What follows belongs to an exercise in optimizing a design on an open flow for small area, a short achievable clock period and few clock cycles; a production flow would make more cautious choices. Where RTL was checked, it was by simulation tests only, not by an equivalence proof against the original. For runs 1 and 2, only the layout was checked, not whether the RTL still works. Power and IR drop assume default switching activity.

<file path="design/flow/design.v">
module demosaic(clk, reset, in_en, data_in, wr_r, addr_r, wdata_r, rdata_r, wr_g, addr_g, wdata_g, rdata_g, wr_b, addr_b, wdata_b, rdata_b, done);
input clk;
input reset;
input in_en;
input [7:0] data_in;
output reg wr_r;
output [13:0] addr_r;
output reg [7:0] wdata_r;
input [7:0] rdata_r;
output reg wr_g;
output reg [13:0] addr_g;
output [7:0] wdata_g;
input [7:0] rdata_g;
output reg wr_b;
output [13:0] addr_b;
output reg [7:0] wdata_b;
input [7:0] rdata_b;
output reg done;
reg        fill;
reg [6:0]  r;             
reg [7:0]  q;             
reg [3:0]  ph;            
reg        first;         
reg        second;        
reg [7:0]  rg, rx;        
reg [7:0]  xb;            
reg [9:0]  p;             
reg [8:0]  ya;            
reg [7:0]  half;          
reg [9:0]  d;             
reg [7:0]  xn;            
reg [13:0] addr_rb;
assign wdata_g = p[9:2];
assign addr_r = addr_rb;
assign addr_b = addr_rb;
wire       odd  = r[0];
wire [7:0] rv   = rx;
wire [7:0] rh   = rx;
wire [6:0] rm1 = r - 7'd1;
wire [6:0] rp1 = r + 7'd1;
wire [6:0] qc  = q[6:0];
wire [6:0] qm4 = qc - 7'd4;
wire [6:0] qm1 = qc - 7'd1;
wire [6:0] qp1 = qc + 7'd1;
wire [6:0] qp2 = qc + 7'd2;
wire       last = q[7] & (q[6:1] == 6'd1);
wire       endc = ph[2] & last & (r == 7'd127);
function [9:0] add10;
    input [9:0] a;
    input [9:0] b;
    reg   [5:0] lo;
    reg   [4:0] h0, h1;
    begin
        lo = {1'b0, a[4:0]} + {1'b0, b[4:0]};
        h0 = a[9:5] + b[9:5];
        h1 = a[9:5] + b[9:5] + 5'd1;
        add10 = {lo[5] ? h1 : h0, lo[4:0]};
    end
endfunction
wire [9:0] g_sum = add10(p, {2'b0, rg});
wire [9:0] x_sum = add10({2'b0, xb}, {2'b0, rg});
wire [9:0] v_sum = add10({1'b0, ya}, {2'b0, rv});
wire [9:0] d_sum = add10(d, {2'b0, rv});
wire [8:0] h_sum = {1'b0, xn} + {1'b0, rh};
wire [7:0] v_wdata = ph[1] ? half : d_sum[9:2];
wire [7:0] h_wdata = h_sum[8:1];
always @(posedge clk) begin
    rg <= rdata_g;
    rx <= (odd ^ ph[3]) ? rdata_r : rdata_b;
    if (!fill || odd || ph[0]) wdata_r <= !fill ? data_in : odd ? v_wdata : h_wdata;
    if (!fill || !odd || ph[0]) wdata_b <= !fill ? data_in : odd ? h_wdata : v_wdata;
end
always @(posedge clk) begin
    if (reset) begin
        fill <= 1'b0;
        r <= 7'd0;
        q <= 8'd0;
        ph <= 4'd0;
        first <= 1'b1;
        second <= 1'b0;
        done <= 1'b0;
        wr_r <= 1'b0;
        wr_g <= 1'b0;
        wr_b <= 1'b0;
        addr_g <= 14'd0;
        addr_rb <= 14'd0;
    end else if (!fill) begin
        addr_g <= {r, qc};
        addr_rb <= {r, qc};
        p <= {data_in, 2'b00};
        wr_g <= in_en & (r[0] == qc[0]);
        wr_r <= in_en & !r[0] & qc[0];
        wr_b <= in_en & r[0] & !qc[0];
        if (in_en) begin
            q[6:0] <= qp1;
            if (qc == 7'd127) begin
                r <= rp1;
                if (r == 7'd127) begin
                    fill <= 1'b1;
                    ph <= 4'b1000;
                end
            end
        end
    end else begin
        ph <= {ph[2:0], ph[3]};
        wr_r <= 1'b0;
        wr_g <= 1'b0;
        wr_b <= 1'b0;
        if (ph[3]) addr_g <= first ? {r, qc} : {rm1, qm1};
        if (ph[0]) addr_g <= {rp1, qm1};
        if (ph[1]) begin
            addr_g <= {r, qp2};
            if (first) xb <= rg; else p <= g_sum;
        end
        if (ph[2]) begin
            addr_g <= {r, qm1};
            wr_g <= !first;
            p <= g_sum;
        end
        if (ph[3]) begin
            p <= x_sum;
            xb <= rg;
        end
        if (ph[3]) addr_rb <= {rm1, qc};
        if (ph[0]) begin
            addr_rb <= {rp1, qc};
            xn <= rh;
        end
        if (ph[1]) begin
            addr_rb <= {r, qm4};
            wr_r <= !first & !second;
            wr_b <= !first & !second;
            d <= v_sum;
            half <= ya[8:1];
            ya <= {1'b0, rv};
        end
        if (ph[2]) begin
            addr_rb <= {r, qm1};
            wr_r <= !first & odd;
            wr_b <= !first & !odd;
            ya <= v_sum[8:0];
            q <= last ? {7'd0, rp1[0]} : q + 8'd2;
            if (last) r <= rp1;
            first <= last;
            second <= first;
        end
        if (done || endc) begin
            wr_r <= 1'b0; wr_g <= 1'b0; wr_b <= 1'b0;
        end
        if (endc) done <= 1'b1;
    end
end
endmodule
</file>
<file path="design/flow/flow/run.sh">
#!/bin/bash
# The standard layout (the standard.sh, unchanged synthesis), except that
# the port buffers that global placement inserts on every input and output
# are sky130_fd_sc_hd__buf_1 rather than the default cell.
set -euo pipefail
export BUFFER_PORTS_ARGS="-buffer_cell sky130_fd_sc_hd__buf_1"
bash standard.sh finish > make_finish.log 2>&1
</file>
<file path="design/flow/standard.sh">
#!/bin/bash
# synth_recipe.tcl (not shown) runs the flow's synth.tcl, then flattens the netlist and writes it again
# the make line also repeats each setting of config.mk as NAME=value (left out here)
make -C /OpenROAD-flow-scripts/flow DESIGN_CONFIG=/design/flow/config.mk WORK_HOME=/design/flow/orfs CLKGATE_MAP_FILE= SYNTH_SCRIPT=/design/flow/synth_recipe.tcl "${@:-finish}"
</file>
<file path="design/flow/config.mk">
export PLATFORM = sky130hd
export DESIGN_NAME = demosaic
export DESIGN_NICKNAME = demosaic
export VERILOG_FILES = /design/flow/design.v
export SDC_FILE = /design/flow/constraint.sdc
export NUM_CORES = 4
export LEC_CHECK = 0
export CAP_MARGIN = 20
export CORE_MARGIN = 2
export CORE_UTILIZATION = 40
export PLACE_DENSITY = 0.6
export SETUP_SLACK_MARGIN = 3.0
export SLEW_MARGIN = 20
export TNS_END_PERCENT = 10
</file>
<file path="design/flow/constraint.sdc">
create_clock -name core_clock -period 5.0 [get_ports {clk}]
set_input_delay 1.0000 -clock core_clock [delete_from_list [all_inputs] [get_ports {clk}]]
set_output_delay 1.0000 -clock core_clock [all_outputs]
set_load 0.01 [all_outputs]
</file>
==> summary.txt, run 1 <==
----------------------------------------------------
[Outcome]
  Run status ... finished clean

[GRT]
  First-pass GRT wire length ... 32,100 um
  Via count of the first global-routing pass ... 6,050
  Maximum number of pins on one net before global-route repair ... 55
  Number of antenna violations at the first check in global routing ... 0
  Global-route usage over all layers ... 18.9%
  Global route overflow ... 0

[Cells and area]
  Area of the multi-input gates ... 0.00451 mm^2
  Layout cell share with drive strength beyond 1 ... 16.3%
  Number of filler cells placed in the layout ... 1,919
  Antenna fix cells ... 0
  Total non-filler cell area in the finished layout ... 0.00968 mm^2
  Synth-to-layout area growth ... 19.4%
  Number of nets in the layout ... 1,027
  Combined flip-flop and latch cell area ... 0.00350 mm^2

[CTS]
  Clk buf depth ... 2
  CTS tree ... built
  Clock latency on the worst-skew pair ... 0.43 ns
  Hold-fix buffers, CTS ... 0
  CTS root buffer ... clkbuf_16
  Number of levels in the clock H-tree ... 4
  CTS sink count ... 139
  Clk pin slew, worst setup/hold paths ... 0.06 ns
  Total clock buffers created by CTS ... 17

[Routing]
  1st-iter DRT viols ... 540
  Average wire per standard cell ... 16.7 um
  Count of vias placed by the detailed router ... 6,483
  Per-cell via count in the routed design ... 5.34
  TritonRoute pass-1 iters ... 5
  Total Wirelength ... 20,300 um
  Antenna Nets Post-Route ... 0
  Number of remaining DRC errors ... 0

[Synthesis]
  Cell count after synthesis ... 843
  Cell accounting for the most synthesized area ... edfxtp_1
  Number of synthesized register bits ... 139
  Unique cell type count in the Yosys netlist ... 66
  Syn Std Cell Area ... 0.00811 mm^2
  Top post-synthesis cells by count ... 95 x nor2_1, 70 x dfxtp_1, 69 x edfxtp_1
  Sequential-to-total area share from yosys stat ... 42.8%
  Top cells by area in the synthesized netlist ... edfxtp_1 26%, dfxtp_1 17%, ha_1 8.3%
  Avg Synthesized Cell Area ... 9.62 um^2
  Synth top area share ... 25.6%
  Primary flip-flop cell chosen by synthesis mapping ... dfxtp_1
  Number of flops mapped to enable cells by yosys ... 69
  Post-synthesis net count ... 940
  Proportion of register bits with asynchronous set or reset after synthesis ... 0%
  YS warnings ... 1
  Top-count cell post-synth ... nor2_1

[Timing]
  Unrepaired setup endpoints after global routing ... yes
  Number of slew-limit violations in the final report ... 0
  Final count of hold timing violations ... 0
  Maximum frequency from static timing analysis ... 0.398 GHz
  Total negative slack ... 0 ns
  Worst slew margin ... 33.9%
  Setup clock skew after layout ... 0.0156 ns
  Pin slew with the least headroom to its limit ... 0.984 ns
  Portion of the clock cycle consumed by the worst path in the final layout ... 50.2%
  Final number of setup-violating endpoints ... 0
  Minimum clock period ... 2.51 ns

[Placed design]
  Number of I/O port buffers ... 104
  Routability-driven placement congestion ratio ... 0.837
  Detailed placement HPWL ... 14,400 um
  Area after detailed placement ... 0.00860 mm^2

[Die]
  DIE HEIGHT ... 146 um
  Number of rows created at floorplan ... 52
  Die area ... 0.0214 mm^2
  Width of the die ... 146 um
  Boundary pin count ... 105
  Core footprint ... 0.0200 mm^2
  Starting utilization of the core area ... 40.5%

[Setup path]
  Req. time, crit path ... 5.24 ns
  Critical path capture point type ... register
  Largest fanout on the critical path ... 3
  Kind of start point of the critical path ... register
  R2r worst-path depth ... 9
  Endpoint of the worst-slack reg-to-reg timing path ... wdata_r[7]
  Internal reg-to-reg setup slack ... 2.49 ns
  Biggest cell delay along the critical path ... 0.44 ns
  Critical path, cell by cell ... ha_4, inv_2, fa_1, xnor2_2, nand2_4, nor3_4, a21oi_2, or3b_4, a221oi_4
  Worst flop-to-flop path startpoint ... d[5]
  Worst path bufs/invs ... 1
  Top cell family by delay on the critical path ... simple AND/OR/NAND/NOR gates
  Category of the critical setup timing path ... reg2reg
  Highest-delay cell along the critical path ... fa_1
  Arrival time reported for the critical path endpoint ... 2.75 ns

[Flow run]
  Number of max-cap violations ... 0

[Pwr]
  Leakage power figure ... 3.59 nW
  Power Density ... 290 mW/mm^2
  Worst vdd ir ... 0.272 mV

[Worst hold path]
  Path type of the worst min-delay path ... reg2reg
  Hold path endpoint ... addr_g[6]
  Startpoint of the most critical hold path ... addr_g[6]
  Number of cells on the worst hold path ... 2

----------------------------------------------------
-- sequential cells by signal, summed over array words and instances, names as in the netlist, 4 cells and up --
name / cells
addr_g: 14
addr_rb: 14
d: 10
p: 10
ya: 9
half: 8
q: 8
rg: 8
rx: 8
wdata_b: 8
wdata_r: 8
xb: 8
xn: 8
r: 7
ph: 4
-- worst reg2reg max path, cell delays in order, from the launching register on --
cell      delay [ns]
edfxtp_1        0.38
ha_4            0.16
inv_2           0.04
fa_1            0.44
xnor2_2         0.29
nand2_4         0.09
nor3_4          0.18
a21oi_2         0.07
or3b_4          0.43
a221oi_4        0.27
-- metrics by stage --
| stage | power [W] | worst slack, ns | hold WS [ns] | util (%) | std cells |
|---|---|---|---|---|---|
| 2_1_floorplan | 0.00144 | 2.73 | 0.433 | - | 843 |
| 3_3_place_gp | 0.00150 | 2.14 | 0.443 | 42.9 | 1160 |
| 3_5_place_dp | 0.00150 | 2.02 | 0.446 | 42.9 | 1160 |
| 4_1_cts | 0.00279 | 2.57 | 0.454 | 46.8 | 1200 |
| 5_1_grt | 0.00291 | 2.40 | 0.483 | 48.3 | 1213 |
| 6_report | 0.00281 | 2.49 | 0.450 | 48.3 | 1213 |
-- worst max path at each step --
| stage | endpoint | depth (start not counted) | start |
|---|---|---|---|
| 6_report | wdata_r[7] | 9 | d[5] |
| 5_1_grt | wdata_r[7] | 10 | d[5] |
| 4_1_cts | wdata_r[7] | 10 | rx[5] |
| 3_5_place_dp | addr_rb[12] | 6 | ph[1] |
| 3_3_place_gp | addr_rb[12] | 6 | ph[1] |
| 2_1_floorplan | wdata_b[7] | 10 | d[5] |
-- routing by layer --
| layer | wire [um] | share of wire (%) | GRT usage (%) | vias to the layer above |
|---|---|---|---|---|
| li1 | - | - | - | 3205 |
| met1 | 9530 | 47 | 26.5 | 3050 |
| met2 | 9270 | 46 | 28.5 | 185 |
| met3 | 918 | 4.5 | 3.78 | 43 |
| met4 | 547 | 2.7 | 8.11 | 0 |
| met5 | 0 | 0 | 0 | - |
-- power by group --
part | leakage, nW | total [W] | switching, W | internal, W
Combinational | 2.05 | 0.000264 | 0.000144 | 0.000120
Sequential | 1.24 | 0.00124 | 0.0000253 | 0.00122
Clock | 0.304 | 0.00131 | 0.000502 | 0.000805
Total | 3.59 | 0.00281 | 0.000671 | 0.00214
-- cell families after synthesis --
family                     synth area share, %
adders and majority gates                 10.3
muxes                                     3.35
and+or+nand+nor                           14.9
buffers and inverters                     5.37
DFF                                       42.8
AOI/OAI and AO/OA                         16.9
xor gates and xnor gates                  6.37
-- layout by cell type, fill, tap and decap left out, types with 8 or more instances in the layout --
cell,Yosys,routed
a211oi_1,19,19
a21o_1,16,16
a21oi_1,58,54
a311oi_1,8,8
buf_1,4,103
buf_4,22,23
clkbuf_16,0,20
dfxtp_1,70,56
dfxtp_2,0,10
edfxtp_1,69,69
ha_1,54,46
inv_1,26,21
mux2_2,17,16
mux2i_1,8,8
nand2_1,68,65
nand2b_1,11,10
nand3_1,14,11
nand4_1,12,12
nor2_1,95,91
nor2b_1,9,8
nor3_1,13,10
o211ai_1,12,12
o21ai_0,42,40
xnor2_1,40,36
xor2_1,19,18
-- cell type report --
| type | count | share of cell area [%] |
|---|---|---|
| repair buffers | 131 | 6.29 |
| multi-input cells | 614 | 46.6 |
| flip-flops and latches | 139 | 36.2 |
| well taps | 270 | 3.49 |
| clock inverters | 7 | 0.788 |
| inverters | 26 | 1.09 |
| clock buffers | 25 | 5.57 |
| repair inverters | 1 | 0.0517 |
-- what timing repair did --
| item | CTS | global route |
|---|---|---|
| hold endpoints to repair | 0 | 0 |
| endpoints found under the setup margin | 144 | 133 |
| buffers inserted | 7 | 13 |
| pin swaps | 4 | 21 |
| gates cloned | 1 | 0 |
| resized for setup | 28 | 54 |
==> run 2, diff against run 1 <==
--- a/design/flow/design.v
+++ b/design/flow/design.v
@@ -10,3 +10,3 @@
 output reg wr_g;
-output reg [13:0] addr_g;
+output [13:0] addr_g;
 output [7:0] wdata_g;
@@ -31,6 +31,8 @@
 reg [7:0]  xn;            
-reg [13:0] addr_rb;
+reg [6:0]  arow;          
+reg [6:0]  gcol, rbcol;   
 assign wdata_g = p[9:2];
-assign addr_r = addr_rb;
-assign addr_b = addr_rb;
+assign addr_g = {arow, gcol};
+assign addr_r = {arow, rbcol};
+assign addr_b = {arow, rbcol};
 wire       odd  = r[0];
@@ -47,18 +49,5 @@
 wire       endc = ph[2] & last & (r == 7'd127);
-function [9:0] add10;
-    input [9:0] a;
-    input [9:0] b;
-    reg   [5:0] lo;
-    reg   [4:0] h0, h1;
-    begin
-        lo = {1'b0, a[4:0]} + {1'b0, b[4:0]};
-        h0 = a[9:5] + b[9:5];
-        h1 = a[9:5] + b[9:5] + 5'd1;
-        add10 = {lo[5] ? h1 : h0, lo[4:0]};
-    end
-endfunction
-wire [9:0] g_sum = add10(p, {2'b0, rg});
-wire [9:0] x_sum = add10({2'b0, xb}, {2'b0, rg});
-wire [9:0] v_sum = add10({1'b0, ya}, {2'b0, rv});
-wire [9:0] d_sum = add10(d, {2'b0, rv});
+wire [9:0] g_sum = p + {2'b0, rg};
+wire [9:0] v_sum = {1'b0, ya} + {2'b0, rv};
+wire [9:0] d_sum = d + {2'b0, rv};
 wire [8:0] h_sum = {1'b0, xn} + {1'b0, rh};
@@ -84,7 +73,9 @@
         wr_b <= 1'b0;
-        addr_g <= 14'd0;
-        addr_rb <= 14'd0;
+        arow <= 7'd0;
+        gcol <= 7'd0;
+        rbcol <= 7'd0;
     end else if (!fill) begin
-        addr_g <= {r, qc};
-        addr_rb <= {r, qc};
+        arow <= r;
+        gcol <= qc;
+        rbcol <= qc;
         p <= {data_in, 2'b00};
@@ -108,10 +99,12 @@
         wr_b <= 1'b0;
-        if (ph[3]) addr_g <= first ? {r, qc} : {rm1, qm1};
-        if (ph[0]) addr_g <= {rp1, qm1};
+        if (ph[3]) arow <= rm1;
+        if (ph[0]) arow <= rp1;
+        if (ph[1]) arow <= r;
+        if (ph[3]) gcol <= qm1;
         if (ph[1]) begin
-            addr_g <= {r, qp2};
-            if (first) xb <= rg; else p <= g_sum;
+            gcol <= qp2;
+            p <= g_sum;
         end
         if (ph[2]) begin
-            addr_g <= {r, qm1};
+            gcol <= first ? qc : qm1;
             wr_g <= !first;
@@ -120,12 +113,10 @@
         if (ph[3]) begin
-            p <= x_sum;
+            p <= second ? {2'b0, rg} : {2'b0, xb} + {2'b0, rg};
             xb <= rg;
         end
-        if (ph[3]) addr_rb <= {rm1, qc};
-        if (ph[0]) begin
-            addr_rb <= {rp1, qc};
-            xn <= rh;
-        end
+        if (ph[0] && second) p <= g_sum;
+        if (ph[3]) rbcol <= qc;
+        if (ph[0]) xn <= rh;
         if (ph[1]) begin
-            addr_rb <= {r, qm4};
+            rbcol <= qm4;
             wr_r <= !first & !second;
@@ -137,3 +128,3 @@
         if (ph[2]) begin
-            addr_rb <= {r, qm1};
+            rbcol <= qm1;
             wr_r <= !first & odd;
==> run 2 against run 1 <==
  * Still clean on timing, DRC and antenna
  * Via count rose by 0.40%
  * Hold slack improved by 0.021 ns
  * Highest routed layer unchanged
  * Critical path depth fell by 2
  * Sequential power fell by 4%
==> summary.txt, run 2 <==
----------------------------------------------------
[Pwr]
  Power Density ... 292 mW/mm^2 (+0.46%)
  Power consumption ... 0.00278 W (-1.0%)
  Worst vdd ir ... 0.206 mV (-24%)
  Proportion of total power due to net switching ... 24.0% (+0.17 points)
  Part of the power in registers ... 42.8% (-1.4 points)
  Net switching component of the power ... 0.000669 W (-0.35%)
  Int Power ... 0.00211 W (-1.3%)
  Clk pwr share ... 47.5% (+1.0 points)
  Leakage power figure ... 3.40 nW (-5.5%)
  Combinational share of power ... 9.7% (+0.3 points)

[Setup path]
  Highest-delay cell along the critical path ... edfxtp_1
  Biggest cell delay along the critical path ... 0.41 ns (-0.03 ns)
  Arrival time reported for the critical path endpoint ... 2.63 ns (-0.12 ns)
  Critical path capture point type ... register
  Req. time, crit path ... 5.27 ns (+0.03 ns)
  Largest fanout on the critical path ... 4 (+1)
  Category of the critical setup timing path ... reg2reg
  Kind of start point of the critical path ... register
  Critical path, cell by cell ... ha_4, nand3_4, a211oi_4, a31o_2, mux2_4, or3_4, a41oi_2

[CTS]
  Total clock buffers created by CTS ... 17 (unchanged)
  Number of levels in the clock H-tree ... 4 (unchanged)
  Clock latency on the worst-skew pair ... 0.43 ns (about the same)
  CTS root buffer ... clkbuf_16
  Clk buf depth ... 2 (unchanged)
  Clk pin slew, worst setup/hold paths ... 0.06 ns (about the same)
  Hold-fix buffers, CTS ... 0 (unchanged)
  CTS sink count ... 132 (-5.0%)
  CTS tree ... built

[Placed design]
  Area after detailed placement ... 0.00824 mm^2 (-4.2%)
  Number of placed instances with taps included ... 1,133 (-2.3%)
  Routability-driven placement congestion ratio ... 0.876 (+4.7%)
  Number of I/O port buffers ... 104 (unchanged)
  Detailed placement HPWL ... 13,200 um (-8.2%)
  Placement Setup Slack ... 2.22 ns (+0.200 ns)

[Cells and area]
  Number of nets in the layout ... 1,002 (-2.4%)
  Leading cell types in the layout, fill and taps excluded ... 103 x buf_1, 82 x nor2_1, 69 x nand2_1, 69 x edfxtp_1, 53 x a21oi_1
  Total non-filler cell area in the finished layout ... 0.00954 mm^2 (-1.5%)
  Layout cell share with drive strength beyond 1 ... 18.8% (+2.4 points)
  Antenna fix cells ... 0 (unchanged)
  Count of non-filler cells in the finished layout ... 1,193 (-1.6%)
  Synth-to-layout area growth ... 21.5%
  Most common cell after layout, fill and taps aside ... buf_1
  Largest registers ranked by flip-flop count ... d (10), p (10), ya (9)

[Synthesis]
  Cell accounting for the most synthesized area ... edfxtp_1
  Post-synthesis net count ... 923 (-1.8%)
  Syn Std Cell Area ... 0.00785 mm^2 (-3.2%)
  Proportion of register bits with asynchronous set or reset after synthesis ... 0% (unchanged)
  Number of flops mapped to enable cells by yosys ... 69 (unchanged)
  Primary flip-flop cell chosen by synthesis mapping ... edfxtp_1
  Synth top area share ... 26.4% (+0.85 points)
  Top-count cell post-synth ... nor2_1
  Top post-synthesis cells by count ... 84 x nor2_1, 70 x nand2_1, 69 x edfxtp_1
  Unique cell type count in the Yosys netlist ... 65 (-1.5%)
  Top cells by area in the synthesized netlist ... edfxtp_1 26%, dfxtp_1 16%, ha_1 7.7%
  Sequential-to-total area share from yosys stat ... 42.5% (-0.36 points)
  Number of synthesized register bits ... 132 (-5.0%)
  Cell count after synthesis ... 836 (-0.83%)
  YS warnings ... 1 (unchanged)
  Avg Synthesized Cell Area ... 9.39 um^2 (-2.4%)

[Flow run]
  Number of max-cap violations ... 0 (unchanged)

[GRT]
  Number of antenna violations at the first check in global routing ... 0 (unchanged)
  Via count of the first global-routing pass ... 6,050 (unchanged)
  Maximum number of pins on one net before global-route repair ... 33 (-40%)
  Global route overflow ... 0 (unchanged)
  Global-route usage over all layers ... 19.0% (+0.13 points)
  First-pass GRT wire length ... 30,800 um (-4.1%)

[Die]
  Starting utilization of the core area ... 40.6% (+0.12 points)
  Die area ... 0.0208 mm^2 (-3.1%)
  Core footprint ... 0.0193 mm^2 (-3.5%)
  DIE HEIGHT ... 144 um (-1.6%)
  Number of rows created at floorplan ... 51 (-1.9%)
  Width of the die ... 144 um (-1.6%)
  Boundary pin count ... 105 (unchanged)

[Timing]
  Final count of hold timing violations ... 0 (unchanged)
  Final number of setup-violating endpoints ... 0 (unchanged)
  Smallest setup slack after layout ... 2.64 ns (+0.145 ns)
  Worst slew margin ... 49.5% (+16 points)
  Unrepaired setup endpoints after global routing ... yes
  Setup clock skew after layout ... 0.00951 ns (-0.00609 ns)
  Total negative slack ... 0 ns (unchanged)
  Number of slew-limit violations in the final report ... 0 (unchanged)
  Maximum frequency from static timing analysis ... 0.423 GHz (+6.1%)
  Minimum clock period ... 2.36 ns (-0.145 ns)
  Pin slew with the least headroom to its limit ... 0.757 ns (-0.227 ns)
  Portion of the clock cycle consumed by the worst path in the final layout ... 47.3% (-2.9 points)

[Routing]
  Number of remaining DRC errors ... 0 (unchanged)
  TritonRoute pass-1 iters ... 5 (unchanged)
  Count of vias placed by the detailed router ... 6,509 (+0.40%)
  1st-iter DRT viols ... 520 (-3.7%)
  Per-cell via count in the routed design ... 5.46 (+2.1%)
  Total Wirelength ... 19,700 um (-3.0%)
  Average wire per standard cell ... 16.5 um (-1.4%)
  Antenna Nets Post-Route ... 0 (unchanged)

[Worst hold path]
  Path type of the worst min-delay path ... reg2reg

[Outcome]
  Run status ... finished clean

----------------------------------------------------
==> run 2: cell types whose count changed after synthesis, moves of 7 or more <==
| cell | previous run | this run |
|---|---|---|
| xor2_1 | 19 | 10 |
| clkbuf_1 | 33 | 41 |
| xnor2_1 | 40 | 29 |
| nand4_1 | 12 | 3 |
| nor3_1 | 13 | 33 |
| dfxtp_1 | 70 | 63 |
| nor2_1 | 95 | 84 |
| buf_4 | 22 | 29 |
==> run 2: metal layers <==
| metal | global-route usage (%) | share of wire [%] |
|---|---|---|
| met1 | 25.5 | 46 |
| met2 | 31.0 | 47 |
| met3 | 3.21 | 5.0 |
| met4 | 6.71 | 1.8 |
| met5 | 0 | 0 |
==> run 2: logic make-up (layout without fill, tap and decap cells) <==
kind of cell / Yosys count / count (layout) / share of synthesized area [%]
flip-flops: 132 / 132 / 42.5
XOR/XNOR: 39 / 39 / 4.35
multiplexers: 28 / 28 / 3.81
adder cells (fa/ha/maj): 52 / 52 / 8.67
AO/OA/AOI/OAI: 228 / 228 / 19.1
AND/OR/NAND/NOR: 258 / 258 / 15.2
buffers and inverters: 99 / 191 / 6.33
==> run 2: power by group through the flow <==
stage          combinational, W  clock, W  sequential (W)
5_1_grt                0.000300   0.00138         0.00119
2_1_floorplan          0.000183         0         0.00120
4_1_cts                0.000250   0.00134         0.00119
3_5_place_dp           0.000232         0         0.00121
3_3_place_gp           0.000230         0         0.00121
6_report               0.000270   0.00132         0.00119
==> run 2: critical path, delay by kind of cell, from the launching register on <==
| kind | cells | cell delay (ns) |
|---|---|---|
| flip-flops | 1 | 0.41 |
| adder cells (fa/ha/maj) | 1 | 0.30 |
| AO/OA/AOI/OAI | 3 | 0.76 |
| multiplexers | 1 | 0.32 |
| AND/OR/NAND/NOR | 2 | 0.40 |
==> run 2: final cells by class <==
class                      instances  area [um^2]
clock buffer                      18          429
clock inverter                    14          186
fill                            1808         9800
inverter                          21         86.3
multi-input combinational        605         4440
sequential                       132         3360
tap                              265          332
timing repair buffer             138          699
==> run 2: timing repair <==
action	4_1_cts	5_1_grt
pin swaps	19	23
endpoints found under the hold margin	0	0
buffers inserted	17	11
gates resized for setup	51	55
endpoints found under the setup margin	151	154
==> run 2: path summary, 6_finish.rpt <==
check | startpoint | endpoint | slack (ns) | cells after the start
hold / removal | ya[4] | half[3] | 0.47 | 0
setup / recovery | d[1] | wdata_r[4] | 2.64 | 7
setup reg to reg | d[1] | wdata_r[4] | 2.64 | 7
hold reg to reg | ya[4] | half[3] | 0.47 | 0
==> run 2: through the flow <==
stage / utilization (%) / hold WS [ns]
detailed placement: 42.6 / 0.455
CTS: 47.6 / 0.476
floorplan: - / 0.433
global placement: 42.6 / 0.449
finish: 49.3 / 0.470
global route: 49.3 / 0.480
==> run 3, diff against run 2 <==
--- a/design/flow/design.v
+++ b/design/flow/design.v
@@ -31,2 +31,3 @@
 reg [7:0]  xn;            
+reg [7:0]  hv;            
 reg [6:0]  arow;          
@@ -40,9 +41,8 @@
 wire [7:0] rh   = rx;
-wire [6:0] rm1 = r - 7'd1;
 wire [6:0] rp1 = r + 7'd1;
 wire [6:0] qc  = q[6:0];
-wire [6:0] qm4 = qc - 7'd4;
-wire [6:0] qm1 = qc - 7'd1;
 wire [6:0] qp1 = qc + 7'd1;
-wire [6:0] qp2 = qc + 7'd2;
+wire [6:0] roff = ph[3] ? 7'h7f : ph[0] ? 7'd1 : 7'd0;
+wire [6:0] gco  = ph[1] ? 7'd2 : (ph[3] | ph[0] | (ph[2] & !first)) ? 7'h7f : 7'd0;
+wire [6:0] rbo  = ph[1] ? 7'h7c : ph[2] ? 7'h7f : 7'd0;
 wire       last = q[7] & (q[6:1] == 6'd1);
@@ -53,4 +53,8 @@
 wire [8:0] h_sum = {1'b0, xn} + {1'b0, rh};
-wire [7:0] v_wdata = ph[1] ? half : d_sum[9:2];
-wire [7:0] h_wdata = h_sum[8:1];
+wire       s_in = !fill;
+wire       s_d  = fill & ph[2];
+wire       s_hr = fill & !ph[2] & odd;    
+wire       s_hb = fill & !ph[2] & !odd;   
+wire [7:0] nd_r = ({8{s_in}} & data_in) | ({8{s_hr}} & half) | ({8{s_hb}} & hv);
+wire [7:0] nd_b = ({8{s_in}} & data_in) | ({8{s_hb}} & half) | ({8{s_hr}} & hv);
 always @(posedge clk) begin
@@ -58,4 +62,4 @@
     rx <= (odd ^ ph[3]) ? rdata_r : rdata_b;
-    if (!fill || odd || ph[0]) wdata_r <= !fill ? data_in : odd ? v_wdata : h_wdata;
-    if (!fill || !odd || ph[0]) wdata_b <= !fill ? data_in : odd ? h_wdata : v_wdata;
+    wdata_r <= nd_r | ({8{s_d}} & d_sum[9:2]);
+    wdata_b <= nd_b | ({8{s_d}} & d_sum[9:2]);
 end
@@ -77,5 +81,5 @@
     end else if (!fill) begin
-        arow <= r;
-        gcol <= qc;
-        rbcol <= qc;
+        arow <= r + roff;
+        gcol <= qc + gco;
+        rbcol <= qc + rbo;
         p <= {data_in, 2'b00};
@@ -99,12 +103,7 @@
         wr_b <= 1'b0;
-        if (ph[3]) arow <= rm1;
-        if (ph[0]) arow <= rp1;
-        if (ph[1]) arow <= r;
-        if (ph[3]) gcol <= qm1;
-        if (ph[1]) begin
-            gcol <= qp2;
-            p <= g_sum;
-        end
+        arow <= r + roff;
+        gcol <= qc + gco;
+        rbcol <= qc + rbo;
+        if (ph[1]) p <= g_sum;
         if (ph[2]) begin
-            gcol <= first ? qc : qm1;
             wr_g <= !first;
@@ -117,6 +116,7 @@
         if (ph[0] && second) p <= g_sum;
-        if (ph[3]) rbcol <= qc;
-        if (ph[0]) xn <= rh;
+        if (ph[0]) begin
+            xn <= rh;
+            hv <= h_sum[8:1];
+        end
         if (ph[1]) begin
-            rbcol <= qm4;
             wr_r <= !first & !second;
@@ -128,3 +128,2 @@
         if (ph[2]) begin
-            rbcol <= qm1;
             wr_r <= !first & odd;
--- a/design/flow/config.mk
+++ b/design/flow/config.mk
@@ -10,2 +10,3 @@
 export CORE_UTILIZATION = 40
+export CTS_BUF_LIST = sky130_fd_sc_hd__clkbuf_4 sky130_fd_sc_hd__clkbuf_8
 export PLACE_DENSITY = 0.6
==> run 3 against run 2 <==
  * Area after synthesis fell by 2.1%
  * Total power fell by 11%
  * Sequential cell count rose by 8
  * Design area fell by 6.3%
  * Still clean on timing, DRC and antenna
  * Largest cell class unchanged
  * Clock skew rose by 0.0020 ns
  * Routed wire length fell by 13%
  * Largest power group is now registers
  * Hold slack got worse by 0.0025 ns
  * Clock power fell by 24%
  * Critical endpoint is now ya[7]
  * Die area fell by 2.1%
==> summary.txt, run 3 <==
----------------------------------------------------
[Outcome]
  Run status ... finished clean

[GRT]
  Number of antenna violations at the first check in global routing ... 0 (unchanged)
  Global-route usage over all layers ... 17.2% (-1.8 points)
  First-pass GRT wire length ... 27,100 um (-12%)
  Global route overflow ... 0 (unchanged)
  Maximum number of pins on one net before global-route repair ... 48 (+45%)
  Via count of the first global-routing pass ... 5,357 (-11%)

[Placed design]
  Area after detailed placement ... 0.00810 mm^2 (-1.7%)
  Number of I/O port buffers ... 104 (unchanged)
  Placement Setup Slack ... 2.29 ns (+0.0640 ns)
  Detailed placement HPWL ... 12,100 um (-8.6%)
  Routability-driven placement congestion ratio ... 0.806 (-8.0%)

[Cells and area]
  Synth-to-layout area growth ... 16.3%
  Largest registers ranked by flip-flop count ... d (10), p (10), ya (9)
  Number of nets in the layout ... 927 (-7.5%)
  Total non-filler cell area in the finished layout ... 0.00893 mm^2 (-6.3%)
  Antenna fix cells ... 0 (unchanged)
  Core utilization of the finished layout ... 47.6% (-1.7 points)
  Most common cell after layout, fill and taps aside ... buf_1
  Layout cell share with drive strength beyond 1 ... 17.5% (-1.2 points)
  Leading cell types in the layout, fill and taps excluded ... 103 x buf_1, 66 x dfxtp_1, 61 x edfxtp_1
  Number of filler cells placed in the layout ... 1,756 (-2.9%)

[Setup path]
  Internal reg-to-reg setup slack ... 2.71 ns (+0.08 ns)
  R2r worst-path depth ... 7 (unchanged)
  Category of the critical setup timing path ... reg2reg
  Largest fanout on the critical path ... 4 (unchanged)
  Kind of start point of the critical path ... register
  Req. time, crit path ... 5.24 ns (-0.03 ns)
  Critical path capture point type ... register
  Endpoint of the worst-slack reg-to-reg timing path ... ya[7]
  Worst flop-to-flop path startpoint ... ya[2]
  Arrival time reported for the critical path endpoint ... 2.52 ns (-0.11 ns)

[Die]
  Width of the die ... 143 um (-1.0%)
  Core footprint ... 0.0188 mm^2 (-2.9%)
  Number of rows created at floorplan ... 50 (-2.0%)
  Boundary pin count ... 105 (unchanged)
  Die area ... 0.0203 mm^2 (-2.1%)
  DIE HEIGHT ... 143 um (-1.0%)
  Starting utilization of the core area ... 40.9% (+0.34 points)

[CTS]
  Clk buf depth ... 2 (unchanged)
  Total clock buffers created by CTS ... 17 (unchanged)
  Clk pin slew, worst setup/hold paths ... 0.10 ns (+0.04 ns)
  Clock latency on the worst-skew pair ... 0.47 ns (+0.04 ns)
  Number of levels in the clock H-tree ... 4 (unchanged)
  CTS tree ... built
  CTS sink count ... 140 (+6.1%)
  CTS root buffer ... clkbuf_8

[Synthesis]
  Avg Synthesized Cell Area ... 10.4 um^2 (+11%)
  Syn Std Cell Area ... 0.00768 mm^2 (-2.1%)
  YS warnings ... 1 (unchanged)
  Number of flops mapped to enable cells by yosys ... 61 (-12%)
  Primary flip-flop cell chosen by synthesis mapping ... dfxtp_1
  Cell count after synthesis ... 736 (-12%)
  Synth top area share ... 23.8% (-2.6 points)
  Number of synthesized register bits ... 140 (+6.1%)
  Top post-synthesis cells by count ... 79 x dfxtp_1, 61 x edfxtp_1, 60 x ha_1, 60 x nor2_1, 58 x a21oi_1
  Unique cell type count in the Yosys netlist ... 68 (+4.6%)
  Proportion of register bits with asynchronous set or reset after synthesis ... 0% (unchanged)
  Top cells by area in the synthesized netlist ... edfxtp_1 24%, dfxtp_1 21%, ha_1 9.8%
  Cell accounting for the most synthesized area ... edfxtp_1
  Sequential-to-total area share from yosys stat ... 44.4% (+2.0 points)
  Post-synthesis net count ... 838 (-9.2%)
  Top-count cell post-synth ... dfxtp_1

[Pwr]
  Leakage power figure ... 3.45 nW (+1.5%)
  Worst vdd ir ... 0.154 mV (-25%)
  Power Density ... 276 mW/mm^2 (-5.3%)
  Power consumption ... 0.00247 W (-11%)

[Timing]
  Maximum frequency from static timing analysis ... 0.437 GHz (+3.3%)
  Worst slew margin ... 46.3% (-3.2 points)
  Minimum clock period ... 2.29 ns (-0.0765 ns)
  Number of slew-limit violations in the final report ... 0 (unchanged)
  Setup clock skew after layout ... 0.0115 ns (+0.00199 ns)
  Smallest setup slack after layout ... 2.71 ns (+0.0765 ns)
  Final number of setup-violating endpoints ... 0 (unchanged)
  Final count of hold timing violations ... 0 (unchanged)
  Total negative slack ... 0 ns (unchanged)
  Portion of the clock cycle consumed by the worst path in the final layout ... 45.8% (-1.5 points)
  Pin slew with the least headroom to its limit ... 0.806 ns (+0.0486 ns)
  Unrepaired setup endpoints after global routing ... yes

[Routing]
  Average wire per standard cell ... 15.9 um (-3.6%)
  Number of remaining DRC errors ... 0 (unchanged)
  Antenna Nets Post-Route ... 0 (unchanged)
  Count of vias placed by the detailed router ... 5,687 (-13%)
  Per-cell via count in the routed design ... 5.31 (-2.8%)
  Total Wirelength ... 17,000 um (-13%)
  1st-iter DRT viols ... 288 (-45%)
  TritonRoute pass-1 iters ... 6 (+1)

[Worst hold path]
  Path type of the worst min-delay path ... reg2reg
  Hold path endpoint ... half[3]
  Number of cells on the worst hold path ... 0 (unchanged)
  Startpoint of the most critical hold path ... ya[4]

[Flow run]
  Number of max-cap violations ... 0 (unchanged)

----------------------------------------------------
run 3: changes by cell type in the layout (fill, tap and decap cells not counted), sizes merged, moves of 9 or more:
cell / delta
nor3: -22
dfxtp: +16
ha: +12
or3: -10
xor2: +12
buf: -12
nor2: -24
inv: +11
nand2: -36
nor2b: +10
a31oi: -9
run 3: cell families (layout without fill, tap and decap cells):
logic type	count (synthesis)	in the layout	share of synthesized area, %
and+or+nand+nor	183	183	12.2
AOI/OAI and AO/OA	183	183	15.4
buffers and inverters	76	178	5.31
xor gates and xnor gates	47	47	5.46
DFF	140	140	44.4
muxes	40	40	5.64
adders and majority gates	67	67	11.6
run 3: how the worst max path moves through the flow:
stage               startpoint      end  slack (ns)
finish                   ya[2]    ya[7]        2.71
global route             ya[1]    ya[7]        2.62
CTS                      ya[1]    ya[7]        2.71
detailed placement       reset    xn[2]        2.29
global placement         reset  half[0]        2.33
floorplan                ph[3]  gcol[6]        2.78
run 3: worst max-delay path, stage by stage, from the launching register on:
cell,delay [ns]
edfxtp_1,0.41
ha_1,0.37
o21a_1,0.22
a21oi_2,0.15
nor2_1,0.07
o41ai_2,0.39
xnor2_1,0.16
mux2_4,0.28
run 3: power breakdown:
group | leakage [nW] | switching (W) | internal (W)
clock network | 0.219 | 0.000526 | 0.000474
registers | 1.22 | 0.0000257 | 0.00121
logic | 2.01 | 0.000123 | 0.000106
run 3: per-layer routing:
metal | vias to the layer above | share of wire, % | GRT usage, %
met5 | - | 0 | 0
met4 | 0 | 1.9 | 6.62
met3 | 24 | 4.0 | 3.57
met2 | 121 | 46 | 27.1
met1 | 2706 | 48 | 23.2
li1 | 2836 | - | -
run 3: repair_timing:
action                                  in CTS  in global routing
pin swaps                                   15                 22
endpoints found under the setup margin     129                167
resized for setup                           29                 36
hold buffers                                 0                  0
buffers inserted                            11                  8
run 3: per-stage QoR:
| stage | hold WS (ns) | instances |
|---|---|---|
| after floorplan | 0.433 | 736 |
| after detailed placement | 0.443 | 1021 |
| final | 0.468 | 1072 |
| after CTS | 0.467 | 1064 |
| after global routing | 0.475 | 1072 |
| after global placement | 0.443 | 1021 |
run 3: cell type report:
type	count	area, um^2	share of cell area [%]
tap	234	293	3.28
inverter	20	75.1	0.840
sequential	140	3440	38.5
timing repair buffer	126	564	6.32
clock inverter	15	194	2.17
clock buffer	17	234	2.62
multi-input combinational	520	4130	46.2
Testbench counts of run 3, summed over its fixed seeds: cycles 802,816.
==> run 4, diff against run 3 <==
--- a/design/flow/config.mk
+++ b/design/flow/config.mk
@@ -12,3 +12,3 @@
 export PLACE_DENSITY = 0.6
-export SETUP_SLACK_MARGIN = 3.0
+export SETUP_SLACK_MARGIN = 3.2
 export SLEW_MARGIN = 20
==> run 4 against run 3 <==
  * Still clean
  * Synthesized cell count is the same
  * Utilization rose by 0.96 points
  * Area after synthesis is the same
  * Clock power is 8% lower
  * Register-to-register slack improved by 0.07 ns
  * Hold slack got worse by 0.0010 ns
  * Non-clock buffer count up 13
  * Critical path depth unchanged
  * Clock skew rose by 0.010 ns
  * Total power down 3.2%
  * Final cell count increased by 1.3%
  * Combinational power up 3%
  * Critical path type unchanged
  * Largest power group unchanged
  * Highest routed layer unchanged
==> summary.txt, run 4 <==
----------------------------------------------------
[GRT]
  Global route overflow ... 0 (unchanged)
  First-pass GRT wire length ... 27,500 um (+1.6%)
  Via count of the first global-routing pass ... 5,402 (+0.84%)
  Number of antenna violations at the first check in global routing ... 0 (unchanged)
  Global-route usage over all layers ... 17.5% (+0.34 points)
  Maximum number of pins on one net before global-route repair ... 48 (unchanged)

[Synthesis]
  Sequential-to-total area share from yosys stat ... 44.4% (unchanged)
  Top-count cell post-synth ... dfxtp_1
  Primary flip-flop cell chosen by synthesis mapping ... dfxtp_1
  YS warnings ... 1 (unchanged)
  Top cells by area in the synthesized netlist ... edfxtp_1 24%, dfxtp_1 21%, ha_1 9.8%
  Avg Synthesized Cell Area ... 10.4 um^2 (unchanged)
  Syn Std Cell Area ... 0.00768 mm^2 (unchanged)
  Number of flops mapped to enable cells by yosys ... 61 (unchanged)
  Synth top area share ... 23.8% (unchanged)
  Number of synthesized register bits ... 140 (unchanged)
  Unique cell type count in the Yosys netlist ... 68 (unchanged)
  Cell accounting for the most synthesized area ... edfxtp_1
  Top post-synthesis cells by count ... 79 x dfxtp_1, 61 x edfxtp_1, 60 x ha_1, 60 x nor2_1, 58 x a21oi_1
  Cell count after synthesis ... 736 (unchanged)
  Post-synthesis net count ... 838 (unchanged)
  Proportion of register bits with asynchronous set or reset after synthesis ... 0% (unchanged)

[Timing]
  Maximum frequency from static timing analysis ... 0.452 GHz (+3.3%)
  Worst slew margin ... 29.3% (-17 points)
  Unrepaired setup endpoints after global routing ... yes
  Minimum clock period ... 2.21 ns (-0.0736 ns)
  Final worst hold slack ... 0.467 ns (-0.000998 ns)
  Smallest setup slack after layout ... 2.79 ns (+0.0736 ns)
  Total negative slack ... 0 ns (unchanged)
  Portion of the clock cycle consumed by the worst path in the final layout ... 44.3% (-1.5 points)
  Final number of setup-violating endpoints ... 0 (unchanged)
  Number of slew-limit violations in the final report ... 0 (unchanged)
  Final count of hold timing violations ... 0 (unchanged)
  Pin slew with the least headroom to its limit ... 1.06 ns (+0.255 ns)
  Setup clock skew after layout ... 0.0216 ns (+0.0101 ns)

[Die]
  Boundary pin count ... 105 (unchanged)
  Starting utilization of the core area ... 40.9% (unchanged)
  Width of the die ... 143 um (unchanged)
  Number of rows created at floorplan ... 50 (unchanged)
  DIE HEIGHT ... 143 um (unchanged)
  Core footprint ... 0.0188 mm^2 (unchanged)
  Die area ... 0.0203 mm^2 (unchanged)

[Setup path]
  Req. time, crit path ... 5.23 ns (about the same)
  Top cell family by delay on the critical path ... compound AO/OA/AOI/OAI gates
  Crit. Startpoint ... ya[1]
  Internal reg-to-reg setup slack ... 2.79 ns (+0.07 ns)
  Arrival time reported for the critical path endpoint ... 2.44 ns (-0.08 ns)
  Category of the critical setup timing path ... reg2reg
  Critical path destination ... ya[7]
  Kind of start point of the critical path ... register
  Largest fanout on the critical path ... 2 (-2)
  Worst path bufs/invs ... 0 (unchanged)
  Endpoint of the worst-slack reg-to-reg timing path ... ya[7]
  Worst flop-to-flop path startpoint ... ya[1]
  Worst path depth ... 7 (unchanged)
  Critical path, cell by cell ... ha_1, a211o_1, a21oi_2, nor2_1, o41ai_2, xnor2_1, mux2_4
  R2r worst-path depth ... 7 (unchanged)
  Critical path capture point type ... register
  Biggest cell delay along the critical path ... 0.42 ns (about the same)
  Highest-delay cell along the critical path ... edfxtp_1

[Placed design]
  Detailed placement HPWL ... 12,200 um (+0.38%)
  Number of I/O port buffers ... 104 (unchanged)
  Routability-driven placement congestion ratio ... 0.789 (-2.2%)
  Placement Setup Slack ... 2.28 ns (-0.0101 ns)
  Number of placed instances with taps included ... 1,021 (unchanged)

[Pwr]
  Clk pwr share ... 38.4% (-2.1 points)
  Proportion of total power due to net switching ... 27.4% (about the same)
  Worst vdd ir ... 0.153 mV (-0.16%)
  Part of the power in registers ... 51.7% (+1.5 points)
  Int Power ... 0.00174 W (-3.2%)
  Leakage power figure ... 3.53 nW (+2.6%)
  Power Density ... 262 mW/mm^2 (-5.1%)
  Combinational share of power ... 9.9% (+0.6 points)
  Net switching component of the power ... 0.000654 W (-3.1%)

[Routing]
  Count of vias placed by the detailed router ... 5,698 (+0.19%)
  Total Wirelength ... 17,500 um (+2.7%)
  Number of remaining DRC errors ... 0 (unchanged)
  1st-iter DRT viols ... 293 (+1.7%)
  Antenna Nets Post-Route ... 0 (unchanged)
  Per-cell via count in the routed design ... 5.25 (-1.1%)
  TritonRoute pass-1 iters ... 5 (-1)
  Average wire per standard cell ... 16.1 um (+1.4%)

[Cells and area]
  Most common cell after layout, fill and taps aside ... buf_1
  Antenna fix cells ... 0 (unchanged)
  Leading cell types in the layout, fill and taps excluded ... 102 x buf_1, 64 x dfxtp_1, 61 x edfxtp_1
  Count of non-filler cells in the finished layout ... 1,086 (+1.3%)
  Number of nets in the layout ... 942 (+1.6%)
  Layout cell share with drive strength beyond 1 ... 20.2% (+2.6 points)
  Largest registers ranked by flip-flop count ... d (10), p (10), ya (9)
  Synth-to-layout area growth ... 18.7%

[CTS]
  Number of levels in the clock H-tree ... 4 (unchanged)
  CTS root buffer ... clkbuf_8
  Clock latency on the worst-skew pair ... 0.47 ns (about the same)
  CTS sink count ... 140 (unchanged)
  Clk pin slew, worst setup/hold paths ... 0.09 ns (about the same)
  CTS tree ... built
  Clk buf depth ... 2 (unchanged)
  Total clock buffers created by CTS ... 17 (unchanged)

[Outcome]
  Run status ... finished clean

[Worst hold path]
  Path type of the worst min-delay path ... reg2reg
  Startpoint of the most critical hold path ... ya[4]

[Flow run]
  Number of max-cap violations ... 0 (unchanged)

----------------------------------------------------
## run 4: cell counts after synthesis
No cell type changed its count.
## run 4: worst reg2reg max path, cell delays in order, from the launching register on
cell and delay (ns):
edfxtp_1 0.42, ha_1 0.33, a211o_1 0.29, a21oi_2 0.16
nor2_1 0.07, o41ai_2 0.29, xnor2_1 0.14, mux2_4 0.27
## run 4: what timing repair did
item                                    in CTS  in global routing
setup buffers                               28                  4
endpoints found under the setup margin     212                213
cloned                                       0                  2
pin swaps                                   28                  9
gates resized for setup                     69                 23
hold buffers                                 0                  0
## run 4: per-layer routing
layer	track usage (%)	wire length, um	vias to the layer above
li1	-	-	2860
met1	23.7	8420	2694
met2	27.5	7960	123
met3	4.04	768	21
met4	6.46	343	0
met5	0	0	-
## run 4: cell families after synthesis
family / Yosys count / share of synthesized area (%)
buffers and inverters: 76 / 5.31
DFF: 140 / 44.4
and+or+nand+nor: 183 / 12.2
muxes: 40 / 5.64
adders and majority gates: 67 / 11.6
xor gates and xnor gates: 47 / 5.46
AOI/OAI and AO/OA: 183 / 15.4
## run 4: power groups by stage
stage | Sequential [W] | Combinational [W] | Clock [W]
floorplan | 0.00126 | 0.000150 | 0
global placement | 0.00126 | 0.000200 | 0
detailed placement | 0.00126 | 0.000201 | 0
CTS | 0.00124 | 0.000229 | 0.000941
global route | 0.00124 | 0.000263 | 0.000981
finish | 0.00124 | 0.000237 | 0.000916
## run 4: worst min-delay path by stage
stage	end	slack (ns)	depth (start not counted)
floorplan	half[1]	0.43	0
global placement	half[3]	0.45	0
detailed placement	half[6]	0.45	0
CTS	half[6]	0.47	0
global route	half[1]	0.48	0
finish	half[3]	0.47	0
## run 4: final cells by class
cell class	instances	area, um^2
clock buffers	17	234
clock inverters	14	154
fillers	1751	9650
inverters	20	75.1
multi-input cells	522	4230
flip-flops and latches	140	3450
well taps	234	293
repair buffers	139	681
## run 4: stage by stage
stage / total power [W] / util, % / cell area, um^2
after floorplan: 0.00141 / - / 7740
after global placement: 0.00146 / 43.2 / 8100
after detailed placement: 0.00147 / 43.2 / 8100
after CTS: 0.00241 / 47.8 / 8970
after global routing: 0.00248 / 48.6 / 9110
final: 0.00239 / 48.6 / 9110
==> run 5, diff against run 4 <==
--- a/design/flow/config.mk
+++ b/design/flow/config.mk
@@ -12,3 +12,3 @@
 export PLACE_DENSITY = 0.6
-export SETUP_SLACK_MARGIN = 3.2
+export SETUP_SLACK_MARGIN = 2.8
 export SLEW_MARGIN = 20
==> run 5 against run 4 <==
  * Maximum frequency decreased by 3.3%
  * First-iteration DRC count unchanged
  * Final cell count decreased by 2.6%
  * Register-to-register slack worse by 0.08 ns
  * Total power up 0.61%
  * Via count decreased by 3.5%
  * Die area stayed put
  * Utilization decreased by 2.6 points
  * Area after synthesis did not move
  * Sequential share of layout area grew 2.0 points
  * Highest routed layer unchanged
==> summary.txt, run 5 <==
----------------------------------------------------
[Die]
  Width of the die ... 143 um (unchanged)
  Boundary pin count ... 105 (unchanged)
  Number of rows created at floorplan ... 50 (unchanged)
  DIE HEIGHT ... 143 um (unchanged)
  Core footprint ... 0.0188 mm^2 (unchanged)
  Starting utilization of the core area ... 40.9% (unchanged)
  Die area ... 0.0203 mm^2 (unchanged)

[Synthesis]
  Proportion of register bits with asynchronous set or reset after synthesis ... 0% (unchanged)
  Cell accounting for the most synthesized area ... edfxtp_1
  Top-count cell post-synth ... dfxtp_1
  Avg Synthesized Cell Area ... 10.4 um^2 (unchanged)
  Number of synthesized register bits ... 140 (unchanged)
  YS warnings ... 1 (unchanged)
  Cell count after synthesis ... 736 (unchanged)
  Top cells by area in the synthesized netlist ... edfxtp_1 24%, dfxtp_1 21%, ha_1 9.8%
  Synth top area share ... 23.8% (unchanged)
  Top post-synthesis cells by count ... 79 x dfxtp_1, 61 x edfxtp_1, 60 x ha_1, 60 x nor2_1, 58 x a21oi_1
  Syn Std Cell Area ... 0.00768 mm^2 (unchanged)
  Primary flip-flop cell chosen by synthesis mapping ... dfxtp_1
  Unique cell type count in the Yosys netlist ... 68 (unchanged)
  Number of flops mapped to enable cells by yosys ... 61 (unchanged)
  Post-synthesis net count ... 838 (unchanged)
  Sequential-to-total area share from yosys stat ... 44.4% (unchanged)

[Cells and area]
  Leading cell types in the layout, fill and taps excluded ... 103 x buf_1, 69 x dfxtp_1, 61 x edfxtp_1
  Layout cell share with drive strength beyond 1 ... 13.5% (-6.7 points)
  Synth-to-layout area growth ... 12.2%
  Largest registers ranked by flip-flop count ... d (10), p (10), ya (9)
  Number of nets in the layout ... 913 (-3.1%)
  Antenna fix cells ... 0 (unchanged)
  Most common cell after layout, fill and taps aside ... buf_1
  Number of filler cells placed in the layout ... 1,782 (+1.8%)
  Total non-filler cell area in the finished layout ... 0.00862 mm^2 (-5.4%)

[Setup path]
  Kind of start point of the critical path ... register
  Arrival time reported for the critical path endpoint ... 2.48 ns (+0.04 ns)
  Req. time, crit path ... 5.19 ns (-0.04 ns)
  Endpoint of the worst-slack reg-to-reg timing path ... p[7]
  Largest fanout on the critical path ... 6 (+4)
  Critical path capture point type ... register
  Crit. Startpoint ... p[4]
  Worst flop-to-flop path startpoint ... p[4]
  Internal reg-to-reg setup slack ... 2.71 ns (-0.08 ns)
  Category of the critical setup timing path ... reg2reg
  R2r worst-path depth ... 7 (unchanged)

[Routing]
  Per-cell via count in the routed design ... 5.20 (-0.92%)
  Count of vias placed by the detailed router ... 5,500 (-3.5%)
  Average wire per standard cell ... 15.7 um (-2.2%)
  TritonRoute pass-1 iters ... 5 (unchanged)
  Number of remaining DRC errors ... 0 (unchanged)
  Total Wirelength ... 16,700 um (-4.8%)
  Antenna Nets Post-Route ... 0 (unchanged)
  1st-iter DRT viols ... 293 (unchanged)

[Timing]
  Setup clock skew after layout ... 0.0124 ns (-0.00913 ns)
  Final number of setup-violating endpoints ... 0 (unchanged)
  Worst slew margin ... 53.8% (+24 points)
  Maximum frequency from static timing analysis ... 0.437 GHz (-3.3%)
  Pin slew with the least headroom to its limit ... 0.694 ns (-0.367 ns)
  Number of slew-limit violations in the final report ... 0 (unchanged)
  Total negative slack ... 0 ns (unchanged)
  Unrepaired setup endpoints after global routing ... yes
  Portion of the clock cycle consumed by the worst path in the final layout ... 45.8% (+1.5 points)
  Final count of hold timing violations ... 0 (unchanged)
  Minimum clock period ... 2.29 ns (+0.0754 ns)

[CTS]
  CTS sink count ... 140 (unchanged)
  Number of levels in the clock H-tree ... 4 (unchanged)
  Hold-fix buffers, CTS ... 0 (unchanged)
  CTS tree ... built
  CTS root buffer ... clkbuf_8
  Clk pin slew, worst setup/hold paths ... 0.09 ns (about the same)
  Clk buf depth ... 2 (unchanged)
  Total clock buffers created by CTS ... 17 (unchanged)
  Clock latency on the worst-skew pair ... 0.45 ns (-0.02 ns)

[GRT]
  First-pass GRT wire length ... 26,800 um (-2.7%)
  Number of antenna violations at the first check in global routing ... 0 (unchanged)
  Global route overflow ... 0 (unchanged)
  Via count of the first global-routing pass ... 5,256 (-2.7%)
  Maximum number of pins on one net before global-route repair ... 48 (unchanged)
  Global-route usage over all layers ... 16.9% (-0.59 points)

[Worst hold path]
  Hold path endpoint ... half[2]
  Startpoint of the most critical hold path ... ya[3]
  Path type of the worst min-delay path ... reg2reg
  Number of cells on the worst hold path ... 0 (unchanged)

[Pwr]
  Worst vdd ir ... 0.160 mV (+4.1%)
  Power Density ... 279 mW/mm^2 (+6.4%)
  Leakage power figure ... 3.36 nW (-5.0%)
  Power consumption ... 0.00240 W (+0.61%)

[Placed design]
  Area after detailed placement ... 0.00808 mm^2 (-0.29%)
  Detailed placement HPWL ... 12,300 um (+1.5%)
  Number of I/O port buffers ... 104 (unchanged)
  Routability-driven placement congestion ratio ... 0.821 (+4.1%)

[Flow run]
  Number of max-cap violations ... 0 (unchanged)

[Outcome]
  Run status ... finished clean

----------------------------------------------------
run 5: cell counts after synthesis:
Identical to the previous run, type by type.
run 5: where the power goes:
group	switching, W	internal [W]
Sequential	0.0000245	0.00121
Combinational	0.000116	0.0000912
Clock	0.000498	0.000461
Total	0.000639	0.00176
run 5: repair_timing:
item,in CTS,in global routing
cloned,0,0
setup buffers,3,1
setup endpoints to repair,87,91
pin swaps,3,3
resized for setup,13,21
run 5: layout make-up:
class / count / area, um^2 / share of cell area [%]
inverters: 20 / 75.1 / 0.871
repair buffers: 112 / 452 / 5.24
clock inverters: 15 / 173 / 2.00
clock buffers: 17 / 234 / 2.71
multi-input cells: 520 / 3960 / 45.9
flip-flops and latches: 140 / 3430 / 39.8
well taps: 234 / 293 / 3.40
run 5: metal layers:
metal / up-vias / wire, um / track usage [%]
met3: 23 / 673 / 3.50
li1: 2799 / - / -
met1: 2565 / 8070 / 23.0
met5: - / 0 / 0
met4: 0 / 337 / 6.15
met2: 113 / 7570 / 26.8
run 5: stage by stage:
| stage | util, % | setup WS (ns) | hold slack, ns | instances |
|---|---|---|---|---|
| 6_report | 45.9 | 2.71 | 0.456 | 1058 |
| 3_3_place_gp | 43.0 | 2.28 | 0.445 | 1021 |
| 5_1_grt | 45.9 | 2.62 | 0.473 | 1058 |
| 2_1_floorplan | - | 2.68 | 0.433 | 736 |
| 4_1_cts | 45.5 | 2.63 | 0.462 | 1056 |
| 3_5_place_dp | 43.0 | 2.24 | 0.441 | 1021 |
run 5: how the worst max path moves through the flow:
stage / depth (start not counted) / slack [ns] / to
5_1_grt: 7 / 2.62 / ya[7]
6_report: 7 / 2.71 / p[7]
3_3_place_gp: 4 / 2.28 / xn[0]
2_1_floorplan: 12 / 2.68 / gcol[6]
3_5_place_dp: 4 / 2.24 / xn[0]
4_1_cts: 3 / 2.63 / half[7]
run 5: cell families after synthesis:
group	synth area share, %
AND/OR/NAND/NOR	12.2
AO/OA/AOI/OAI	15.4
buffers and inverters	5.31
adder cells (fa/ha/maj)	11.6
flip-flops	44.4
XOR/XNOR	5.46
multiplexers	5.64
run 5: worst max-delay path, cell delays in order, from the launching register on:
cell,delay [ns]
edfxtp_1,0.50
ha_4,0.35
nand2_1,0.08
or3_4,0.41
a21oi_2,0.16
a31o_1,0.13
a211oi_1,0.07
a311o_1,0.33
==> run 6, diff against run 5 <==
--- a/design/flow/config.mk
+++ b/design/flow/config.mk
@@ -12,3 +12,3 @@
 export PLACE_DENSITY = 0.6
-export SETUP_SLACK_MARGIN = 2.8
+export SETUP_SLACK_MARGIN = 2.7
 export SLEW_MARGIN = 20
==> run 6 against run 5 <==
  * Clock power barely moved
  * Non-clock buffer count did not move
  * Maximum frequency fell by 4.0%
==> summary.txt, run 6 <==
----------------------------------------------------
[Placed design]
  Number of I/O port buffers ... 104 (unchanged)
  Detailed placement HPWL ... 12,300 um (unchanged)
  Area after detailed placement ... 0.00808 mm^2 (unchanged)
  Placement Setup Slack ... 2.24 ns (unchanged)
  Routability-driven placement congestion ratio ... 0.821 (unchanged)

[Cells and area]
  Most common cell after layout, fill and taps aside ... buf_1
  Leading cell types in the layout, fill and taps excluded ... 103 x buf_1, 73 x dfxtp_1, 61 x edfxtp_1
  Synth-to-layout area growth ... 11.6%
  Layout cell share with drive strength beyond 1 ... 12.1% (-1.3 points)
  Total non-filler cell area in the finished layout ... 0.00857 mm^2 (-0.52%)
  Number of nets in the layout ... 913 (unchanged)
  Largest registers ranked by flip-flop count ... d (10), p (10), ya (9)
  Antenna fix cells ... 0 (unchanged)

[Timing]
  Smallest setup slack after layout ... 2.62 ns (-0.0947 ns)
  Total negative slack ... 0 ns (unchanged)
  Pin slew with the least headroom to its limit ... 0.796 ns (+0.102 ns)
  Minimum clock period ... 2.38 ns (+0.0947 ns)
  Portion of the clock cycle consumed by the worst path in the final layout ... 47.7% (+1.9 points)
  Final number of setup-violating endpoints ... 0 (unchanged)
  Setup clock skew after layout ... 0.0125 ns (+0.0000494 ns)
  Worst slew margin ... 46.9% (-6.8 points)
  Unrepaired setup endpoints after global routing ... yes
  Maximum frequency from static timing analysis ... 0.419 GHz (-4.0%)
  Number of slew-limit violations in the final report ... 0 (unchanged)
  Final count of hold timing violations ... 0 (unchanged)

[Die]
  Number of rows created at floorplan ... 50 (unchanged)
  Boundary pin count ... 105 (unchanged)
  Starting utilization of the core area ... 40.9% (unchanged)
  Core footprint ... 0.0188 mm^2 (unchanged)
  Die area ... 0.0203 mm^2 (unchanged)
  DIE HEIGHT ... 143 um (unchanged)
  Width of the die ... 143 um (unchanged)

[GRT]
  Maximum number of pins on one net before global-route repair ... 48 (unchanged)
  Global route overflow ... 0 (unchanged)
  Number of antenna violations at the first check in global routing ... 0 (unchanged)
  Global-route usage over all layers ... 16.9% (-0.036 points)
  Via count of the first global-routing pass ... 5,240 (-0.30%)
  First-pass GRT wire length ... 26,700 um (-0.18%)

[Pwr]
  Leakage power figure ... 3.35 nW (-0.20%)
  Power consumption ... 0.00240 W (-0.16%)
  Worst vdd ir ... 0.151 mV (-5.2%)
  Power Density ... 280 mW/mm^2 (+0.36%)

[Synthesis]
  Synth top area share ... 23.8% (unchanged)
  Syn Std Cell Area ... 0.00768 mm^2 (unchanged)
  Number of flops mapped to enable cells by yosys ... 61 (unchanged)
  Top-count cell post-synth ... dfxtp_1
  Primary flip-flop cell chosen by synthesis mapping ... dfxtp_1
  YS warnings ... 1 (unchanged)
  Sequential-to-total area share from yosys stat ... 44.4% (unchanged)
  Number of synthesized register bits ... 140 (unchanged)
  Avg Synthesized Cell Area ... 10.4 um^2 (unchanged)
  Unique cell type count in the Yosys netlist ... 68 (unchanged)
  Top post-synthesis cells by count ... 79 x dfxtp_1, 61 x edfxtp_1, 60 x ha_1, 60 x nor2_1, 58 x a21oi_1
  Proportion of register bits with asynchronous set or reset after synthesis ... 0% (unchanged)
  Top cells by area in the synthesized netlist ... edfxtp_1 24%, dfxtp_1 21%, ha_1 9.8%
  Cell count after synthesis ... 736 (unchanged)
  Post-synthesis net count ... 838 (unchanged)
  Cell accounting for the most synthesized area ... edfxtp_1

[Routing]
  Antenna Nets Post-Route ... 0 (unchanged)
  Average wire per standard cell ... 15.8 um (+0.35%)
  1st-iter DRT viols ... 299 (+2.0%)
  Met2 WL ... 7650 um (+1.1%)
  Total Wirelength ... 16,700 um (+0.35%)
  Highest routed layer ... met4
  Number of remaining DRC errors ... 0 (unchanged)
  Wire length on met3 ... 693 um (+3.0%)
  Post-route met1 wirelength ... 8030 um (-0.56%)
  Per-cell via count in the routed design ... 5.20 (about the same)
  Count of vias placed by the detailed router ... 5,499 (-0.018%)
  TritonRoute pass-1 iters ... 4 (-1)

[Setup path]
  Internal reg-to-reg setup slack ... 2.62 ns (-0.09 ns)
  Biggest cell delay along the critical path ... 0.70 ns (+0.20 ns)
  Largest fanout on the critical path ... 22 (+16)
  Kind of start point of the critical path ... register
  Critical path capture point type ... register
  Category of the critical setup timing path ... reg2reg
  Req. time, crit path ... 5.08 ns (-0.11 ns)
  Worst path bufs/invs ... 1 (+1)
  Arrival time reported for the critical path endpoint ... 2.46 ns (-0.02 ns)
  Top cell family by delay on the critical path ... simple AND/OR/NAND/NOR gates
  Highest-delay cell along the critical path ... and2_1
  Critical path, cell by cell ... buf_4, nor2b_1, and2_1

[CTS]
  CTS root buffer ... clkbuf_8
  CTS tree ... built
  CTS sink count ... 140 (unchanged)
  Clk buf depth ... 2 (unchanged)
  Clk pin slew, worst setup/hold paths ... 0.09 ns (about the same)
  Clock latency on the worst-skew pair ... 0.45 ns (about the same)
  Total clock buffers created by CTS ... 17 (unchanged)
  Number of levels in the clock H-tree ... 4 (unchanged)

[Flow run]
  Number of max-cap violations ... 0 (unchanged)

[Outcome]
  Run status ... finished clean

[Worst hold path]
  Path type of the worst min-delay path ... reg2reg

----------------------------------------------------
## run 6: cell type report
type | count | area (um^2)
clock buffers | 17 | 234
clock inverters | 15 | 173
fillers | 1792 | 10200
inverters | 20 | 75.1
multi-input cells | 520 | 3920
flip-flops and latches | 140 | 3430
well taps | 234 | 293
repair buffers | 112 | 452
## run 6: cell families (layout without fill, tap and decap cells)
logic type / count (synthesis) / in the layout / synth area share (%)
simple gates: 183 / 183 / 12.2
fa+ha+maj: 67 / 67 / 11.6
xor+xnor: 47 / 47 / 5.46
compound gates: 183 / 183 / 15.4
flops: 140 / 140 / 44.4
buf+inv: 76 / 164 / 5.31
mux: 40 / 40 / 5.64
## run 6: worst reg2reg max path, cell delays in order (launching register included)
cell and delay (ns):
dfxtp_1 0.63, buf_4 0.37, nor2b_1 0.32, and2_1 0.70
## run 6: metal layers
layer,vias to the layer above,track usage [%]
met4,0,6.15
met5,-,0
met1,2559,23.0
li1,2798,-
met2,119,26.7
met3,23,3.50
## run 6: path summary, 6_finish.rpt
path               from  endpoint  depth (start not counted)
hold reg to reg   ya[3]   half[2]                          0
setup / recovery   fill     hv[4]                          3
hold / removal    ya[3]   half[2]                          0
setup reg to reg   fill     hv[4]                          3
## run 6: repair_timing
action	in CTS	in global routing
buffers inserted	2	2
cloned	0	0
pin swaps	1	5
resized for setup	7	13
hold buffers	0	0
endpoints found under the setup margin	66	68
## run 6: where the power goes
group	leakage (nW)	total, W	switching, W	internal [W]
clock	0.203	0.000957	0.000497	0.000461
sequential	1.22	0.00124	0.0000238	0.00121
combinational	1.93	0.000206	0.000116	0.0000895
total	3.35	0.00240	0.000636	0.00176
## run 6: stage by stage
stage / utilization (%) / hold slack, ns / instances
floorplan: - / 0.433 / 736
global placement: 43.0 / 0.445 / 1021
detailed placement: 43.0 / 0.441 / 1021
CTS: 45.4 / 0.462 / 1055
global route: 45.7 / 0.473 / 1058
finish: 45.7 / 0.456 / 1058

==> re-timing with driven ports <==
The results above use ideal ports. As a check the final layouts listed here were re-extracted and re-timed, cells and wires unchanged.
Step 1 assumes that a clkbuf_16 drives the clock port and a buf_2 every other input.
Step 2 adds t to the input delays and takes it off the output delays; t is the mean of the earliest and latest rising clock arrival at the registers after step 1. Input paths then give back, and output paths get back, about the clock's delay inside the block.
Slacks: ideal ports / drivers / drivers and shift; pairs: ideal ports / drivers.
| run | t, ns | slack for setup (ns) | hold WS [ns] | worst register clock-pin slew, ns |
|---|---|---|---|---|
| run 1 | 0.472 | 2.490 / 2.490 / 2.490 | 0.450 / 0.450 / 0.450 | 0.07 / 0.07 |
| run 2 | 0.473 | 2.635 / 2.635 / 2.420 | 0.470 / 0.470 / 0.470 | 0.06 / 0.06 |
| run 3 | 0.506 | 2.712 / 2.712 / 2.289 | 0.468 / 0.468 / 0.468 | 0.10 / 0.10 |
| run 4 | 0.501 | 2.785 / 2.785 / 2.577 | 0.467 / 0.467 / 0.467 | 0.09 / 0.09 |
| run 5 | 0.485 | 2.710 / 2.710 / 2.454 | 0.456 / 0.456 / 0.456 | 0.09 / 0.09 |
| run 6 | 0.485 | 2.615 / 2.615 / 2.235 | 0.456 / 0.456 / 0.456 | 0.09 / 0.09 |
After both steps every run listed still meets setup and hold. For run 3, which loses most, drivers alone change the setup slack by 0.000 ns; drivers and shift together by -0.423 ns.
